Background: an optimization exercise with open tools, aiming at small area. Do not read the settings as production practice.
In this exercise RTL edits were held to simulation tests only and were not proved equivalent to the original.
The clock port is modelled as an ideal driver; clocking choices that lean on that would not hold on a real chip.
No activity file was given, so power comes from the tool's default toggle rates.

==> flow/design.v <==
module bcd_to_seg7 (
    input wire [3:0] bcd,
    output reg [6:0] seg7   
);
    always @(*) begin
        case (bcd)
            4'd0: seg7 = 7'b1000000;   
            4'd1: seg7 = 7'b1111001;   
            4'd2: seg7 = 7'b0100100;   
            4'd3: seg7 = 7'b0110000;   
            4'd4: seg7 = 7'b0011001;   
            4'd5: seg7 = 7'b0010010;   
            4'd6: seg7 = 7'b0000010;   
            4'd7: seg7 = 7'b1111000;   
            4'd8: seg7 = 7'b0000000;   
            4'd9: seg7 = 7'b0010000;   
            default: seg7 = 7'b1111111;   
        endcase
    end
endmodule
module top_stopwatch (
    input wire clk,
    input wire CLR,
    input wire PAUSE,
    input wire record_btn_raw,
    input wire browse_btn_raw,
    output wire [15:0] DATA,
    output wire [1:0] LED_TEST,
    output wire LED15,
    output wire LED14,
    output wire LED13,
    output wire LED12
);
    wire rst_n = CLR;
    reg [1:0] lo;
    reg [2:0] hi;
    reg [2:0] hi_next;
    wire tick_scan = (lo == 2'b01);
    wire tick_cnt  = tick_scan & (hi == 3'b011);
    always @(*) begin
        case (hi)
            3'b000: hi_next = 3'b001;
            3'b001: hi_next = 3'b011;
            3'b011: hi_next = 3'b111;
            3'b111: hi_next = 3'b110;
            default: hi_next = 3'b000;
        endcase
    end
    always @(posedge clk or negedge rst_n) begin
        if (!rst_n) begin
            lo <= 2'b00;
            hi <= 3'b000;
        end
        else begin
            lo <= {lo[0], ~lo[1]};
            if (lo == 2'b10)
                hi <= hi_next;
        end
    end
    reg rec_dly, brw_dly;
    wire rec_press = ~record_btn_raw & rec_dly;
    wire brw_press = ~browse_btn_raw & brw_dly;
    always @(posedge clk or negedge rst_n) begin
        if (!rst_n) begin
            rec_dly <= 1'b1;
            brw_dly <= 1'b1;
        end
        else begin
            rec_dly <= record_btn_raw;
            brw_dly <= browse_btn_raw;
        end
    end
    localparam [2:0] LIVE = 3'b010;
    function [2:0] jnext;
        input [2:0] c;
        jnext = {c[1:0], ~c[2]};
    endfunction
    reg [2:0] browse;
    reg [2:0] scan;
    reg [2:0] rec_idx;
    wire browsing = (browse != LIVE);
    wire do_record = rec_press & ~browsing;
    always @(posedge clk or negedge rst_n) begin
        if (!rst_n) begin
            browse  <= LIVE;
            rec_idx <= 3'b000;
        end
        else begin
            if (browsing) begin
                if (rec_press)
                    browse <= jnext(browse);
                else if (brw_press)
                    browse <= LIVE;
            end
            else begin
                if (rec_press)
                    rec_idx <= jnext(rec_idx);
                else if (brw_press)
                    browse <= 3'b000;
            end
        end
    end
    reg [6:0] centi;
    reg [5:0] sec;
    reg [5:0] min;
    wire en_c = tick_cnt & PAUSE & ~browsing;
    wire wrap_c = en_c & centi[6] & centi[5] & centi[1] & centi[0];
    wire wrap_s = wrap_c & sec[5] & sec[4] & sec[3] & sec[1] & sec[0];
    wire wrap_m = wrap_s & min[5] & min[4] & min[3] & min[1] & min[0];
    wire [6:0] t_c;
    wire [5:0] t_s, t_m;
    assign t_c[0] = en_c;
    assign t_s[0] = wrap_c;
    assign t_m[0] = wrap_s;
    genvar gi;
    generate
        for (gi = 1; gi < 7; gi = gi + 1) begin : g_c
            assign t_c[gi] = t_c[gi-1] & centi[gi-1];
        end
        for (gi = 1; gi < 6; gi = gi + 1) begin : g_sm
            assign t_s[gi] = t_s[gi-1] & sec[gi-1];
            assign t_m[gi] = t_m[gi-1] & min[gi-1];
        end
    endgenerate
    always @(posedge clk or negedge rst_n) begin
        if (!rst_n) begin
            centi <= 7'd0;
            sec <= 6'd0;
            min <= 6'd0;
        end
        else begin
            centi <= (centi ^ t_c) & ~({7{wrap_c}} & 7'b1100100);
            sec <= (sec ^ t_s) & ~({6{wrap_s}} & 6'b111100);
            min <= (min ^ t_m) & ~({6{wrap_m}} & 6'b111100);
        end
    end
    wire [18:0] live = {min, sec, centi};
    wire clear = (scan == 3'd0);
    reg [18:0] slot0, slot1, slot2, slot3, slot4, slot5;
    always @(posedge clk) begin
        if (clear || (do_record && rec_idx == 3'b000)) slot0 <= live;
        if (clear || (do_record && rec_idx == 3'b001)) slot1 <= live;
        if (clear || (do_record && rec_idx == 3'b011)) slot2 <= live;
        if (clear || (do_record && rec_idx == 3'b111)) slot3 <= live;
        if (clear || (do_record && rec_idx == 3'b110)) slot4 <= live;
        if (clear || (do_record && rec_idx == 3'b100)) slot5 <= live;
    end
    reg [2:0] src;
    always @(posedge clk)
        src <= browse;
    reg [18:0] shown;
    always @(*) begin
        case (src)
            3'b000: shown = slot0;
            3'b001: shown = slot1;
            3'b011: shown = slot2;
            3'b111: shown = slot3;
            3'b110: shown = slot4;
            3'b100: shown = slot5;
            LIVE:   shown = live;
            default: shown = 19'd0;
        endcase
    end
    reg [3:0] digit;    
    reg [2:0] scan_n;
    reg [1:0] fsel;
    reg dsel;
    reg [7:0] sel;
    always @(*) begin
        case (scan)
            3'd0: begin scan_n = 3'd4; fsel = 2'd0; dsel = 1'b0; sel = 8'b00000000; end
            3'd4: begin scan_n = 3'd6; fsel = 2'd0; dsel = 1'b1; sel = 8'b00000010; end
            3'd6: begin scan_n = 3'd7; fsel = 2'd1; dsel = 1'b0; sel = 8'b00000001; end
            3'd7: begin scan_n = 3'd3; fsel = 2'd1; dsel = 1'b1; sel = 8'b10000000; end
            3'd3: begin scan_n = 3'd1; fsel = 2'd2; dsel = 1'b0; sel = 8'b01000000; end
            3'd1: begin scan_n = 3'd5; fsel = 2'd2; dsel = 1'b1; sel = 8'b00100000; end
            3'd5: begin scan_n = 3'd4; fsel = 2'd0; dsel = 1'b0; sel = 8'b00010000; end
            default: begin scan_n = 3'd4; fsel = 2'd0; dsel = 1'b0; sel = 8'b00000000; end
        endcase
    end
    reg [6:0] field;
    always @(*) begin
        case (fsel)
            2'd0: field = {1'b0, shown[18:13]};
            2'd1: field = {1'b0, shown[12:7]};
            default: field = shown[6:0];
        endcase
    end
    wire [3:0] tens = field / 7'd10;
    wire [3:0] ones = field % 7'd10;
    always @(posedge clk or negedge rst_n) begin
        if (!rst_n) begin
            scan <= 3'd0;
            digit <= 4'd8;
        end
        else if (tick_scan) begin
            scan <= scan_n;
            digit <= dsel ? ones : tens;
        end
    end
    wire [6:0] seg;
    bcd_to_seg7 u_seg (.bcd(digit), .seg7(seg));
    assign DATA = {sel, 1'b0, seg};
    assign LED_TEST = {brw_press, rec_press};
    assign LED15 = ~CLR;
    assign LED14 = ~PAUSE;
    assign LED13 = ~record_btn_raw;
    assign LED12 = ~browse_btn_raw;
endmodule
==> flow/flow/run.sh <==
#!/bin/bash
# Own layout flow: the standard flow (standard.sh), with these changes to how
# the layout is made:
#   * synthesis maps the combinational logic with an area-oriented ABC script
#     (flow/abc_area.script) instead of ORFS's abc_area.script; registers are
#     mapped by the unchanged standard synthesis before ABC runs;
#   * port buffers use sky130_fd_sc_hd__buf_1 (still one buffer per port);
#   * one tie cell drives all constant outputs' port buffers (no tie fanout
#     repair);
#   * before clock tree synthesis, flow/pre_cts.tcl downsizes logic cells and
#     repair buffers that the placement's repair made bigger than needed;
#   * clock tree synthesis uses clkbuf_4 leaf buffers under a clkbuf_8 root and
#     inserts no dummy loads; after it, flow/post_cts.tcl upsizes to clkbuf_8
#     each leaf buffer whose estimated clock-pin slew is over 110 ps.
# Each step's full output goes to a log file of its own in this folder.
set -euo pipefail
W=$(pwd)
rm -rf "$W/scripts_mod"
cp -r "$FLOW_HOME/scripts" "$W/scripts_mod"
cp "$W/flow/abc_area.script" "$W/scripts_mod/abc_area.script"
export SCRIPTS_DIR="$W/scripts_mod"
export BUFFER_PORTS_ARGS="-buffer_cell sky130_fd_sc_hd__buf_1"
export CTS_ARGS="-sink_clustering_enable -repair_clock_nets -dont_use_dummy_load -buf_list sky130_fd_sc_hd__clkbuf_4 -root_buf sky130_fd_sc_hd__clkbuf_8"
export SKIP_REPAIR_TIE_FANOUT=1
export PRE_CTS_TCL="$W/flow/pre_cts.tcl"
export POST_CTS_TCL="$W/flow/post_cts.tcl"
bash standard.sh synth > "$W/log_synth.txt" 2>&1
bash standard.sh floorplan > "$W/log_floorplan.txt" 2>&1
bash standard.sh place > "$W/log_place.txt" 2>&1
bash standard.sh cts > "$W/log_cts.txt" 2>&1
bash standard.sh route > "$W/log_route.txt" 2>&1
bash standard.sh finish > "$W/log_finish.txt" 2>&1
test -f "$W/out/final.def"
==> flow/flow/abc_area.script <==
&get -n
&st
&dch -f
&nf -R 1000
&put
topo
==> flow/flow/post_cts.tcl <==
# POST_CTS hook: upsize a clock-tree leaf buffer to clkbuf_8 when the estimated
# slew at any of its register clock pins is over 110 ps, then legalize.
estimate_parasitics -placement
set my_big [[ord::get_db] findMaster sky130_fd_sc_hd__clkbuf_8]
set my_n 0
foreach inst [[ord::get_db_block] getInsts] {
  if {[[$inst getMaster] getName] != "sky130_fd_sc_hd__clkbuf_4"} { continue }
  set onet [[$inst findITerm X] getNet]
  if {$onet == "NULL" || [$onet getSigType] != "CLOCK"} { continue }
  set worst 0.0
  foreach it [$onet getITerms] {
    if {[$it getInst] == $inst} { continue }
    set pin [get_pins [[$it getInst] getName]/[[$it getMTerm] getName]]
    set s [get_property $pin slew_max]
    if {$s > $worst} { set worst $s }
  }
  if {$worst > 0.110} {
    puts "post_cts: [$inst getName] sink slew [format %.3f $worst], upsized to clkbuf_8"
    $inst swapMaster $my_big
    incr my_n
  }
}
puts "post_cts: upsized $my_n clock buffers"
if {$my_n > 0} {
  detailed_placement
  check_placement -verbose
  estimate_parasitics -placement
}
==> flow/flow/pre_cts.tcl <==
# PRE_CTS hook: downsize logic cells and repair buffers (not registers, clock
# cells or tie cells) to the smallest drive strength that keeps their output
# slew under 80% of the library limit and adds no max-slew or max-capacitance
# violation anywhere (placement parasitics).
proc my_viol_count {} {
  return [expr {[sta::max_slew_violation_count] + [sta::max_capacitance_violation_count]}]
}
proc my_out_ok {inst} {
  foreach it [$inst getITerms] {
    if {![$it isOutputSignal]} { continue }
    set pin [get_pins [$inst getName]/[[$it getMTerm] getName]]
    set slew [get_property $pin slew_max]
    if {$slew > 1.2} { return 0 }
  }
  return 1
}
estimate_parasitics -placement
set base [my_viol_count]
puts "down: violations before $base"
set saved 0.0
set db [ord::get_db]
foreach inst [[ord::get_db_block] getInsts] {
  set m [$inst getMaster]
  set mn [$m getName]
  if {[$m getType] != "CORE"} { continue }
  if {![regexp {^(sky130_fd_sc_hd__[a-z0-9]+)_([0-9]+)$} $mn -> fam drv]} { continue }
  if {[string match "*df*" $fam] || [string match "*clk*" $fam] || [string match "*conb*" $fam]} { continue }
  if {$drv <= 1} { continue }
  foreach d {0 1 2 4} {
    if {$d >= $drv} { break }
    set cand [$db findMaster ${fam}_$d]
    if {$cand == "NULL"} { continue }
    set a0 [expr {[$m getWidth]*[$m getHeight]}]
    $inst swapMaster $cand
    estimate_parasitics -placement
    if {[my_viol_count] <= $base && [my_out_ok $inst]} {
      set saved [expr {$saved + ($a0 - [$cand getWidth]*[$cand getHeight])/1e6}]
      puts "down: [$inst getName] $mn -> ${fam}_$d"
      break
    } else {
      $inst swapMaster $m
    }
  }
}
estimate_parasitics -placement
puts "down: saved $saved um2, violations after [my_viol_count]"
==> flow/standard.sh <==
#!/bin/bash
# synth_recipe.tcl (not shown) runs the flow's synth.tcl, then flattens the netlist and writes it again
# the make line also repeats each setting of config.mk as NAME=value (left out here)
make -C /OpenROAD-flow-scripts/flow DESIGN_CONFIG=/design/flow/config.mk WORK_HOME=/design/flow/orfs CLKGATE_MAP_FILE= SYNTH_SCRIPT=/design/flow/synth_recipe.tcl "${@:-finish}"
==> flow/config.mk <==
export PLATFORM = sky130hd
export DESIGN_NAME = top_stopwatch
export DESIGN_NICKNAME = top_stopwatch
export VERILOG_FILES = /design/flow/design.v
export SDC_FILE = /design/flow/constraint.sdc
export NUM_CORES = 4
export LEC_CHECK = 0
export ABC_AREA = 1
export CAP_MARGIN = 0
export CORE_MARGIN = 2
export CORE_UTILIZATION = 72
export PLACE_DENSITY = 0.82
export SLEW_MARGIN = 0
==> flow/constraint.sdc <==
create_clock -name core_clock -period 10.0 [get_ports {clk}]
set_input_delay 2.0000 -clock core_clock [delete_from_list [all_inputs] [get_ports {clk}]]
set_output_delay 2.0000 -clock core_clock [all_outputs]
set_load 0.01 [all_outputs]
==> results.txt <==
[cell families after synthesis]
logic type | Yosys count | synth area share (%)
flops | 156 | 70.9
compound gates | 119 | 13.4
simple gates | 104 | 7.95
fa+ha+maj | 22 | 4.37
buf+inv | 16 | 1.25
xor+xnor | 9 | 1.25
mux | 5 | 0.815
other cells | 1 | 0.0596
[per-layer routing]
layer,up-vias,wire length (um),share of wire (%)
met4,0,395,3.0
met3,38,1230,9.2
met5,-,0,0
li1,1797,-,-
met1,1948,5050,38
met2,205,6670,50
[cell type report]
| class | count | area share (%) |
|---|---|---|
| clock buffer | 17 | 2.27 |
| inverter | 11 | 0.615 |
| multi-input combinational | 260 | 26.6 |
| sequential | 156 | 66.5 |
| tap | 108 | 2.01 |
| timing repair buffer | 34 | 2.00 |
[power by group]
group          leakage (uW)  total [uW]  internal [uW]  switching (uW)
clock network     0.0000886         269           96.2             172
registers           0.00150         782            733            49.9
logic              0.000793         426            157             269
[worst min path at each step]
stage,from,endpoint,slack (ns),cells past startpoint
final,lo[0],lo[1],0.42,0
after global routing,browse[1],src[1],0.44,0
after detailed placement,lo[0],lo[1],0.40,0
after global placement,lo[0],lo[1],0.39,0
after floorplan,lo[0],lo[1],0.38,0
[flip-flops by register name, indices dropped and copies added, names as in the netlist]
name	cells
browse	3
min	6
slot1	19
sec	6
rec_dly	1
brw_dly	1
slot3	19
hi	3
slot5	19
slot2	19
rec_idx	3
scan	3
digit	4
lo	2
slot0	19
centi	7
src	3
slot4	19
[per-stage QoR]
stage               utilization [%]  power, uW  worst slack (ns)  hold WS, ns
global route                   78.1       1560              3.88        0.441
detailed placement             77.2       1230              4.89        0.404
finish                         78.1       1480              4.33        0.424
global placement               77.2       1200              5.18        0.392
floorplan                         -       1080              5.10        0.379
[critical path: cells and delay by family (launching register included)]
| family | cells | cell delay, ns |
|---|---|---|
| AO/OA/AOI/OAI | 8 | 1.65 |
| adder cells (fa/ha/maj) | 1 | 0.25 |
| flip-flops | 1 | 0.42 |
| buffers and inverters | 1 | 0.90 |
| XOR/XNOR | 4 | 0.86 |
| AND/OR/NAND/NOR | 8 | 1.45 |
[cells in the final DEF, fill, tap and decap left out, types with 4 or more instances in the layout]
cell type	netlist	layout
sky130_fd_sc_hd__o21ai_0	26	25
sky130_fd_sc_hd__clkbuf_8	0	4
sky130_fd_sc_hd__a31oi_1	19	19
sky130_fd_sc_hd__buf_2	0	4
sky130_fd_sc_hd__xnor2_1	8	8
sky130_fd_sc_hd__nor2_1	23	23
sky130_fd_sc_hd__nor3_1	9	9
sky130_fd_sc_hd__buf_1	0	29
sky130_fd_sc_hd__and3_1	7	7
sky130_fd_sc_hd__a21oi_1	8	8
sky130_fd_sc_hd__clkbuf_4	0	13
sky130_fd_sc_hd__a222oi_1	19	19
sky130_fd_sc_hd__mux2i_1	4	4
sky130_fd_sc_hd__ha_1	22	22
sky130_fd_sc_hd__edfxtp_1	114	114
sky130_fd_sc_hd__dfrtp_1	35	35
sky130_fd_sc_hd__nor2b_1	13	13
sky130_fd_sc_hd__dfstp_2	4	4
sky130_fd_sc_hd__clkinv_1	11	11
sky130_fd_sc_hd__nand2_1	36	36
sky130_fd_sc_hd__nor3b_1	5	5
sky130_fd_sc_hd__a22oi_1	32	32
==> results.txt <==
Avg WL per Cell=22.8 um; die height=97.5 um; area of the multi-input gates=0.00178 sq mm; worst clock skew on the final layout=0.0252 ns; iteration count of the initial detailed-routing pass=10; endpoints failing setup=0; number of enable flip-flop cells after synthesis=114; top cells by instance count after synthesis=sky130_fd_sc_hd__edfxtp_1 (114), sky130_fd_sc_hd__nand2_1 (36), sky130_fd_sc_hd__dfrtp_1 (35); post-synthesis to final-layout area growth=6.60%; met1 usage=40.7%; post-detailed-route DRC marker count=0; outcome=timing/DRC/antenna clean; count of yosys warnings during synthesis=2; met3 global-route usage=6.98%; fraction of final layout cells with drive strength greater than 1=6.07%; Unique masters post-synth=36; crit-path most repeated cell=sky130_fd_sc_hd__nor2_1; synthesized area=0.00629 sq mm; highest clock rate=176 MHz; number of buffers added on ports=23; max-slew violation total from the final report=0; die boundary width=97.5 um; number of non-filler instances in the completed layout=586; Total Routing Usage GR=30.1%; critical-path cell list=nor3b_1, buf_1, a22oi_1, a31oi_1, nor3_1, a31oi_1, nor2_1, nor2_1, xnor2_1, a21oi_1, nor2_1, xnor2_1, and2_0, o21ai_0, xor2_1, ha_1, a21oi_1, nor2_1, xnor2_1, nor2_1, a21oi_1, o21ai_0; routed vias=3988; signal arrival time at the worst endpoint=5.93 ns; Worst slew margin=18.6%; clock latency of the later-clocked register in the worst-skew pair=0.42 ns; reg2reg end=digit[1]; kind of start point of the critical path=flop; via count of the first global-routing pass=3948; clock input transition at the sequential cells of the worst setup and hold paths=0.10 ns; number of antenna violations at the first check in global routing=0; mean cell area of the mapped netlist=14.6 sq um; last element of the critical path=digit[1]; Max VDD drop=0.000152 V; CTS tree=yes; Worst R2R Setup Slack=4.33 ns; RSZ-0062 raised after global routing=no; Top FF cell, synth=sky130_fd_sc_hd__edfxtp_1; count of final hold-check violations=0; final critical path time including I/O delays and setup=5.67 ns; fraction of registers with async set or reset after synthesis=25.0%; number of cells traversed by the worst register-to-register path=22; Placed Cells incl. Taps=569; Yosys reg bits=156; Global Route met2 Usage=48.2%; required time of the critical path=10.25 ns; number of antenna cells inserted=0; standard cell core area=0.00859 sq mm; final antenna-violating net count=0; aggregate negative setup slack=0 ns; reported max-cap violation count=0; GPL Wtd Cong=0.827; Leakage=0.00238 uW; Slowest-stage cell, CP=sky130_fd_sc_hd__buf_1; busiest metal layer after global routing=met2; maximum number of pins on one net before global-route repair=41; share of the clock period used by the worst path after layout=56.7%; critical register-to-register path startpoint=src[1]; I/O pins=27; share of synthesized area occupied by flip-flops and latches=70.9%; library cell with the largest summed area after synthesis=sky130_fd_sc_hd__edfxtp_1; worst min-delay path class=reg -> reg; # clock sinks=156; kind of capture point of the worst setup path=flop; HPWL after detailed placement=8.37 mm; Finished Cell Area=0.00671 sq mm; die area=0.00951 sq mm; Synth Instances=432; Final nets=507; count of fill cells added during filler insertion=524; top post-synthesis cells by area=sky130_fd_sc_hd__edfxtp_1 (54%), sky130_fd_sc_hd__dfrtp_1 (14%), sky130_fd_sc_hd__ha_1 (4.4%), sky130_fd_sc_hd__a22oi_1 (3.8%), sky130_fd_sc_hd__a222oi_1 (3.0%); maximum single-stage delay on the critical path=0.90 ns; power per unit of standard cell area=220 mW/mm^2; first-pass GRT wire length=21.2 mm; Storage cell area=0.00446 sq mm; average vias per placed instance=6.81; Routed Wire Length=13.3 mm; standard-cell rows=34; number of DRC violations after detailed-routing iteration 0=355; kind of critical path=reg -> reg; cell with the most instances after synthesis=sky130_fd_sc_hd__edfxtp_1; Mapped Nets=459; Least-Margin Pin Slew=1.22 ns; initial core utilization=73.3%; GRT overflow=0; proportion of netlist area held by the largest area contributor=54.4%; Critical path origin=src[1]; Placement Cell Area=0.00663 sq mm; critical path fanouts, max=19

[what the ideal ports hide]
Ports are ideal in the flow. The routed layout listed here was re-timed in OpenROAD. Step 1, drivers: a clkbuf_16 drives clk and a buf_2 each remaining input, both assumed. Step 2 also shifts input and output timing later by t, the mid clock arrival at the registers, as if the neighbouring blocks saw the same clock. Slacks: no drivers / after step 1 / after step 2; pairs: no drivers / after step 1.
shift t [ns]: 0.439
setup slack, ns: 4.326 / 4.326 / 4.326
latest minus earliest clock arrival (ns): 0.025 / 0.025
cell pins on the clock port's net: 1
After both steps this run still meets setup and hold. The setup slack of this run moves by 0.000 ns with the drivers and by 0.000 ns with both steps.
